What follows belongs to an exercise in optimizing a design on an open flow for small area; a production flow would make more cautious choices. In this exercise RTL edits were held to simulation tests only and were not proved equivalent to the original. No activity file was given, so power comes from the tool's default toggle rates.

==> flow/config.mk <==
export PLATFORM = sky130hd
export DESIGN_NAME = lockin_core
export DESIGN_NICKNAME = lockin_core
export VERILOG_FILES = /design/flow/design.v
export SDC_FILE = /design/flow/constraint.sdc
export NUM_CORES = 4
export LEC_CHECK = 0
export CAP_MARGIN = 20
export CORE_MARGIN = 2
export CORE_UTILIZATION = 40
export SLEW_MARGIN = 20
==> flow/constraint.sdc <==
create_clock -name core_clock -period 10.0 [get_ports {clk}]
set_input_delay 2.0000 -clock core_clock [delete_from_list [all_inputs] [get_ports {clk}]]
set_output_delay 2.0000 -clock core_clock [all_outputs]
set_load 0.01 [all_outputs]
==> flow/design.v <==
module mult16x16 (
  input clk,
  input wire [15:0] in1,
  input wire [15:0] in2,
  output reg [31:0] out
  );
always @ (posedge clk)
  out <= $signed(in1) * $signed(in2);
endmodule  
module RIIR(
	input signed [31:0] inp,
	output reg signed [31:0] outp,
	input [3:0] b,
	input tick,
	input sys_clk,
	input sys_rst
);
reg signed [47:0] z;
reg [3:0] preshift;
reg [3:0] postshift;
reg [4:0] b_reg;
reg p_step;
reg signed [47:0] p_reg;
reg signed [47:0] z_shift_reg;
reg signed [31:0] inp_shift_reg;
wire tick_l = 1'd0;
always @(*) begin
	preshift <= 4'd0;
	postshift <= 4'd0;
	if ((b_reg >= 4'd15)) begin
		postshift <= 4'd15;
		preshift <= (b_reg - 4'd15);
	end else begin
		preshift <= 1'd0;
		postshift <= b_reg;
	end
end
always @(posedge sys_clk) begin
	b_reg <= (b + 4'd10);
	z_shift_reg <= (z >>> b_reg);
	inp_shift_reg <= (inp >>> preshift);
	if (((tick & (~tick_l)) & (~p_step))) begin
		p_step <= 1'd1;
		p_reg <= (z - z_shift_reg);
	end
	if (p_step) begin
		z <= (inp_shift_reg + p_reg);
		p_step <= 1'd0;
	end
	outp <= (z >>> postshift);
	if (sys_rst) begin
		z <= 48'sd0;
		b_reg <= 5'd0;
		p_step <= 1'd0;
		p_reg <= 48'sd0;
		z_shift_reg <= 48'sd0;
		inp_shift_reg <= 32'sd0;
		outp <= 32'sd0;
	end
end
endmodule
`default_nettype none
module signed_shifter (
  input wire signed [16:0] D,
  output reg signed [16:0] Q );
  integer j;
  parameter i=0;
  always @ * begin
    Q = D;
    for(j=0;j<i;j=j+1) Q = (Q >> 1) | (D[16] << 16);
  end
endmodule
module rotator (
  input wire clk,
  input wire rst,
  input wire signed  [16:0]    x_i,
  input wire signed  [16:0]    y_i,
  input wire signed  [16:0] z_i,
  output wire signed [16:0]    x_o,
  output wire signed [16:0]    y_o,
  output wire signed [16:0] z_o
  );
  parameter integer iteration = 0;
  parameter signed [16:0] tangle = 0;
  reg signed [16:0] x_1,x_i_s_pipe,x_i_pipe;
  reg signed [16:0] y_1,y_i_s_pipe,y_i_pipe;
  reg signed [16:0] z_1;
  wire signed [16:0] x_i_shifted;
  wire signed [16:0] y_i_shifted;
  signed_shifter #(.i(iteration)) x_shifter(x_i,x_i_shifted);
  signed_shifter #(.i(iteration)) y_shifter(y_i,y_i_shifted); 
  always @ (posedge clk)
    if (rst) begin
      x_1 <= 0;
      y_1 <= 0;
      z_1 <= 0;
      y_i_s_pipe<=0;
      x_i_s_pipe<=0;
      y_i_pipe<=0;
      x_i_pipe<=0;
    end else begin
      if (y_i > 0) begin
        x_1 <= x_i + y_i_shifted;  
        y_1 <= y_i - x_i_shifted;  
        z_1 <= z_i + tangle;
      end else begin
        x_1 <= x_i - y_i_shifted;  
        y_1 <= y_i + x_i_shifted;  
        z_1 <= z_i - tangle;
      end
    end
  assign x_o = x_1;
  assign y_o = y_1;
  assign z_o = z_1;
endmodule
module cordic (
  input wire clk,
  input wire rst,
  input wire signed [16:0]    x_i,
  input wire signed [16:0]    y_i,
  input wire signed [16:0] theta_i,
  output wire signed [16:0]    x_o,
  output wire signed [16:0]    y_o,
  output wire signed [16:0] theta_o
);
function [16:0] tanangle;
  input [3:0] i;
  begin
    case (i)
    0: tanangle = 17'd11520;   
    1: tanangle = 17'd6800;    
    2: tanangle = 17'd3593;    
    3: tanangle = 17'd1824;    
    4: tanangle = 17'd915;     
    5: tanangle = 17'd458;     
    6: tanangle = 17'd229;     
    7: tanangle = 17'd114;     
    8: tanangle = 17'd57;      
    9: tanangle = 17'd28;      
    10: tanangle = 17'd14;     
    11: tanangle = 17'd7;      
    12: tanangle = 17'd3;      
    13: tanangle = 17'd1;      
    14: tanangle = 17'd0;      
    15: tanangle = 17'd0;      
    endcase
  end
endfunction
  wire signed [16:0] x [9-1:0];
  wire signed [16:0] y [9-1:0];
  wire signed [16:0] z [9-1:0];
  assign x[0] = x_i;
  assign y[0] = y_i;
  assign z[0] = theta_i;
  assign x_o = x[9-1];
  assign y_o = y[9-1];
  assign theta_o = z[9-1];
rotator #(.iteration(0), .tangle(tanangle(0))) U0 (clk,rst,x[0],y[0],z[0],x[0+1],y[0+1],z[0+1]);
rotator #(.iteration(1), .tangle(tanangle(1))) U1 (clk,rst,x[1],y[1],z[1],x[1+1],y[1+1],z[1+1]);
rotator #(.iteration(2), .tangle(tanangle(2))) U2 (clk,rst,x[2],y[2],z[2],x[2+1],y[2+1],z[2+1]);
rotator #(.iteration(3), .tangle(tanangle(3))) U3 (clk,rst,x[3],y[3],z[3],x[3+1],y[3+1],z[3+1]);
rotator #(.iteration(4), .tangle(tanangle(4))) U4 (clk,rst,x[4],y[4],z[4],x[4+1],y[4+1],z[4+1]);
rotator #(.iteration(5), .tangle(tanangle(5))) U5 (clk,rst,x[5],y[5],z[5],x[5+1],y[5+1],z[5+1]);
rotator #(.iteration(6), .tangle(tanangle(6))) U6 (clk,rst,x[6],y[6],z[6],x[6+1],y[6+1],z[6+1]);
rotator #(.iteration(7), .tangle(tanangle(7))) U7 (clk,rst,x[7],y[7],z[7],x[7+1],y[7+1],z[7+1]);
endmodule
`default_nettype none
module fullcordic(
  input clk,
  input rst,
  input [16:0] X,
  input [16:0] Y,
  output [16:0] Mag,
  output [16:0] Ang
  );
  parameter iterations=9;
  integer i;
  reg [1:0] quadmem [iterations-1:0];
  wire [16:0] x_i,y_i,Ang_o;
  assign x_i= (!X[16]&&!Y[16]) ? X  :
              (X[16]&&!Y[16])  ? Y  :
              (X[16]&&Y[16])   ? ~X :
                                 ~Y;
  assign y_i= (!X[16]&&!Y[16]) ? Y  :
              (X[16]&&!Y[16])  ? ~X :
              (X[16]&&Y[16])   ? ~Y :
                                 X;
  assign Ang =  (quadmem[iterations-1]==2'b00) ? Ang_o :
                (quadmem[iterations-1]==2'b01) ? Ang_o+17'h05A00 :  
                (quadmem[iterations-1]==2'b10) ? Ang_o+17'h0B400 :  
                                                 Ang_o+17'h10E00;    
  always @ (posedge clk) begin
    quadmem[0]<=2'b00;               
    if(X[16]&&!Y[16]) quadmem[0]<=2'b01;     
    if(X[16]&&Y[16]) quadmem[0]<=2'b10;      
    if(!X[16]&&Y[16]) quadmem[0]<=2'b11;     
    for(i=0;i<iterations-1;i=i+1)begin
      quadmem[i+1]<=quadmem[i];
    end
    if(rst) begin
      for(i=0;i<iterations;i=i+1)begin
        quadmem[i]<=2'b00;
      end
    end
  end
  cordic cordicCORE (
    .clk(clk),
    .rst(rst),
    .x_i(x_i),
    .y_i(y_i),
    .theta_i(0),
    .x_o(Mag),
    .y_o(),
    .theta_o(Ang_o)
    );
endmodule
`default_nettype none
module lockin_core (
  input  wire               clk,
  input  wire               rst,         
  input  wire signed [15:0] adc_data,    
  input  wire               adc_valid,   
  input  wire signed [15:0] ref_sin,     
  input  wire signed [15:0] ref_cos,     
  input  wire        [3:0]  tc,          
  output wire signed [31:0] x,           
  output wire signed [31:0] y,           
  output wire        [16:0] mag,         
  output wire        [16:0] ang,         
  output wire               clip,        
  output wire               level        
  );
wire signed [31:0] sinmod, cosmod;    
assign clip  = (!adc_data[15]&&(&adc_data[14:11]))||(adc_data[15]&&(&~adc_data[14:11]));
assign level = |mag[16:10];
mult16x16 Mult1(
  clk,
  ref_sin,
  adc_data,
  sinmod
  );
mult16x16 Mult2(
  clk,
  ref_cos,
  adc_data,
  cosmod
  );
RIIR X_IIR_1(
  sinmod,
  x,
  {tc},
  adc_valid,
  clk,
  rst
  );
RIIR Y_IIR_1(
  cosmod,
  y,
  {tc},
  adc_valid,
  clk,
  rst
  );
fullcordic CORDIC(
  clk,
  rst,
  x[31:15],
  y[31:15],
  mag,
  ang
  );
endmodule
==> flow/run.sh <==
#!/bin/bash
# synth_recipe.tcl (not shown) runs the flow's synth.tcl, then flattens the netlist and writes it again
# the make line also repeats each setting of config.mk as NAME=value (left out here)
make -C /OpenROAD-flow-scripts/flow DESIGN_CONFIG=/design/flow/config.mk WORK_HOME=/design/flow/orfs CLKGATE_MAP_FILE= SYNTH_SCRIPT=/design/flow/synth_recipe.tcl finish
==> flow_metrics.env <==
export IMPL_endpoint_kind="flop"
export IMPL_setup_violations=0
export IMPL_cp_slowest_stage_delay_ns=1.05
export IMPL_ys_flop_type="dfxtp_1"
export IMPL_fin_util=0.4382
export IMPL_ys_seq_elements=872
export IMPL_startpoint="adc_data[6]"
export IMPL_first_pass_iters=6
export IMPL_numCtsBuffers=98
export IMPL_clock_sinks=872
export IMPL_htreeDepth=3
export IMPL_avgSynthCellArea_um2=8.342
export IMPL_worst_path_buf_inv=5
export IMPL_finalSetupTns_ns=0
export IMPL_drive_gt1_frac=0.04811
export IMPL_power_density_nw_per_um2=402.6
export IMPL_cp_num_cells=22
export IMPL_slew_limit_headroom=0.2233
export IMPL_cpLargestDelayFamily="adder cells"
export IMPL_syn_instance_count=10040
export IMPL_drt_wl_total_um=241800
export IMPL_via_per_inst=5.508
export IMPL_ctsResizeCount=0
export IMPL_hold_class="reg2reg"
export IMPL_fmax_ghz=0.1216
export IMPL_antenna_found_initial=1
export IMPL_synth_top_area_frac=0.2084
export IMPL_clk_pin_slew_ns=0.06
export IMPL_finalWorstSetupSlack_ns=1.777
export IMPL_start_kind="input pin"
export IMPL_clock_skew_ns=0.06297
export IMPL_crit_top_cell="fa_1"
export IMPL_path_class="in2reg"
export IMPL_core_um2=207700
export IMPL_num_rows=167
export IMPL_worstPathMaxFanout=24
export IMPL_yosys_top_cells_area="dfxtp_1, fa_1, ha_1"
export IMPL_r2r_end="CORDIC.cordicCORE.U2.x_1[14]"
export IMPL_drt_iter0_drc=5829
export IMPL_rr_startpoint="CORDIC.cordicCORE.U1.y_1[2]"
export IMPL_synthArstFlopShare=0
export IMPL_globalplace_congestion=0.9262
export IMPL_crit_arrival_ns=8.91
export IMPL_worstPathCellList="clkdlybuf4s50_1, buf_4, nand2_1, fa_1, inv_1, fa_1, fa_1, fa_1, fa_1, inv_1, fa_1, inv_1, ha_1, nand4_1, nor2_1, a2111oi_0, o21ai_0, a21oi_1, o31a_1, o21bai_1, a21oi_1, xnor2_1"
export IMPL_max_cap_violations=0
export IMPL_p_leak_nw=41.85
export IMPL_dp_slack_ns=0.9982
export IMPL_port_buffers=154
export IMPL_ioPinCount=155
export IMPL_period_needed_ns=8.223
export IMPL_area_growth_pct=8.639
export IMPL_dieWidth_um=461.6
export IMPL_grt_max_degree=170
export IMPL_timing_hold_ws_ns=0.4366
export IMPL_reg2regPathDepth=20
export IMPL_dp_final_hpwl_um=188000
export IMPL_antenna_left=0
export IMPL_post_cts_setup_buffer_count=0
export IMPL_clockRootBuffer="clkbuf_16"
export IMPL_slowest_stage="clkdlybuf4s50_1"
export IMPL_insertion_delay_ns=0.78
export IMPL_drt_wirelength_per_cell_um=18.94
export IMPL_ff2ff_setup_slack_ns=3.71
export IMPL_status="timing/DRC/antenna clean"
export IMPL_drc_errors=0
export IMPL_worstMarginPinSlew_ns=1.155
export IMPL_synth_cell_type_count=105
export IMPL_grt_setup_unrepaired="no"
export IMPL_critPathCapture="Mult2.out[30]"
export IMPL_grt_pass1_wl_um=385900
export IMPL_hold_buffers=0
export IMPL_synth_edf_count=0
export IMPL_grt_overflow=0
export IMPL_netlist_area_um2=83770
export IMPL_fillerInstances=20750
export IMPL_nets=11220
export IMPL_fin_crit_sh=0.8223
export IMPL_cts_tree="built"
export IMPL_die_area_um2=213100
export IMPL_cp_required_ns=10.69
export IMPL_grtUsageTotal=0.2239
export IMPL_vdd_drop_max_mv=0.3796
export IMPL_dieHeight_um=461.6
export IMPL_yosysSeqAreaShare=0.2084
export IMPL_yosys_warnings=22
export IMPL_drv_slew=0
export IMPL_num_vias=70330
export IMPL_synth_top_area_cell="dfxtp_1"
export IMPL_grt_pass1_vias=69150
export IMPL_hold_violations=0
export IMPL_clockBufferDepth=3
export IMPL_p_total_mw=36.64
export IMPL_initial_core_util=0.4033
export IMPL_syn_nets=11370
-- cell usage after synthesis (17+ instances only) --
cell       number
buf_1          53
nor3b_1        17
a2111oi_0      24
a311oi_1       19
a21oi_1       650
a31oi_1        70
inv_1         924
o21ai_0       353
a21o_1        189
fa_1          553
nand4_1        47
nand2b_1       69
nand2_1      1072
o41ai_1        25
nor4_1         41
nor2b_1       191
nand3_1       148
and2_1        286
xor2_1        203
o21a_1         84
or4_1          27
buf_2          48
or2_2          42
o211ai_1       31
ha_1          721
xnor2_1       401
a211o_1        21
mux4_2         84
a211oi_1      210
mux2i_1       495
clkbuf_1      356
and4_1         19
a21boi_0       21
and3_1        143
o31ai_1        57
nand3b_1       19
or3_1          50
dfxtp_1       872
nor3_1        177
nor2_1        873
o21bai_1       64
mux2_2         26
a311o_1        27
-- cells in the final DEF (no fill, tap or decap), types with 84 or more instances in the layout --
| cell | count |
|---|---|
| xor2_1 | 203 |
| mux2i_1 | 495 |
| a21oi_1 | 650 |
| ha_1 | 718 |
| o21ai_0 | 353 |
| fa_1 | 553 |
| clkbuf_16 | 99 |
| inv_1 | 922 |
| o21a_1 | 84 |
| nand2_1 | 1067 |
| clkdlybuf4s50_1 | 152 |
| mux4_2 | 84 |
| a211oi_1 | 210 |
| dfxtp_1 | 865 |
| and2_1 | 286 |
| nor3_1 | 176 |
| and3_1 | 143 |
| nor2_1 | 868 |
| nand3_1 | 148 |
| nor2b_1 | 190 |
| a21o_1 | 189 |
| xnor2_1 | 401 |
-- routing by layer --
metal,share of wire,track usage,vias up,wire length (um)
met4,0.023,0.06013,0,5603
li1,-,-,34030,-
met5,0,0,-,0
met1,0.48,0.3217,33910,115700
met3,0.065,0.03086,309,15660
met2,0.43,0.3504,2078,104900
-- worst reg2reg max path: stages (launching register included) --
cell and delay, ns:
dfxtp_1 0.38, inv_1 0.10, ha_1 0.20, nand3b_1 0.18
or4_1 0.52, nor3_1 0.23, a21o_1 0.74, inv_1 0.71
nor2_1 0.24, a21oi_1 0.11, fa_1 0.46, a21o_1 0.17
a21o_1 0.19, a21oi_1 0.14, o21bai_1 0.12, a21oi_1 0.22
o21ai_0 0.18, o41ai_1 0.55, o21ai_0 0.31, xnor2_1 0.20
nor2_1 0.25
-- through the flow --
step | cells | instance area (um2)
5_1_grt | 12770 | 91000
4_1_cts | 12770 | 90990
6_report | 12770 | 91000
3_3_place_gp | 12580 | 87560
2_1_floorplan | 10040 | 83770
3_5_place_dp | 12580 | 87560
-- report_power, final --
part           switching (mW)  internal (mW)  leakage (nW)
clock network            1.68           2.12          1.63
registers                1.17           4.83          7.22
logic                    15.2           11.6          33.0
total                    18.1           18.6          41.8
-- how the worst min path moves through the flow --
| stage | start | end | slack (ns) | depth (start not counted) |
|---|---|---|---|---|
| 2_1_floorplan | CORDIC.cordicCORE.U2.z_1[5] | CORDIC.cordicCORE.U3.z_1[5] | 0.41 | 1 |
| 3_3_place_gp | CORDIC.quadmem[4][0] | CORDIC.quadmem[5][0] | 0.42 | 1 |
| 3_5_place_dp | CORDIC.quadmem[5][0] | CORDIC.quadmem[6][0] | 0.42 | 1 |
| 4_1_cts | CORDIC.quadmem[5][0] | CORDIC.quadmem[6][0] | 0.44 | 1 |
| 5_1_grt | CORDIC.quadmem[3][0] | CORDIC.quadmem[4][0] | 0.45 | 1 |
| 6_report | CORDIC.quadmem[3][0] | CORDIC.quadmem[4][0] | 0.44 | 1 |
-- final cells by class --
cell class | count | area, um2 | share of cell area
Antenna cell | 3 | 7.507 | 0.00008249
Clock buffer | 117 | 2645 | 0.02907
Clock inverter | 66 | 782.0 | 0.008593
Inverter | 934 | 3508 | 0.03855
Multi-Input combinational cell | 7763 | 61000 | 0.6703
Sequential cell | 872 | 17470 | 0.1920
Tap cell | 2788 | 3488 | 0.03833
Timing Repair Buffer | 225 | 2100 | 0.02307
-- cells by family after synthesis --
group	synth area share
multiplexers	0.08523
XOR/XNOR	0.06315
AO/OA/AOI/OAI	0.1564
flip-flops	0.2084
AND/OR/NAND/NOR	0.1823
adder cells (fa/ha/maj)	0.2399
buffers and inverters	0.06466

==> afterwards: timing with drivers on the ports <==
How much do the figures lean on ideal ports? The routed layout below was timed once more, with nothing changed but the port constraints. Step 1 (the two cells are an assumption about what drives the block):
set clk [get_ports {clk}]
set_driving_cell -lib_cell sky130_fd_sc_hd__clkbuf_16 $clk
set_driving_cell -lib_cell sky130_fd_sc_hd__buf_2 [delete_from_list [all_inputs] $clk]
Step 2 also shifts input and output timing later by t, the mid clock arrival at the registers, as if the neighbouring blocks saw the same clock. a / b / c = ideal ports / drivers / drivers and shift; a / b = the first two.
t, ns: 0.820
slack for setup (ns): 1.777 / 1.825 / 1.005
latest minus earliest clock arrival (ns): 0.067 / 0.067
worst data-port slew with drivers (ns): 0.05
After both steps setup and hold are still met in this run. The setup slack of this run moves by +0.048 ns with the drivers and by -0.772 ns with both steps.
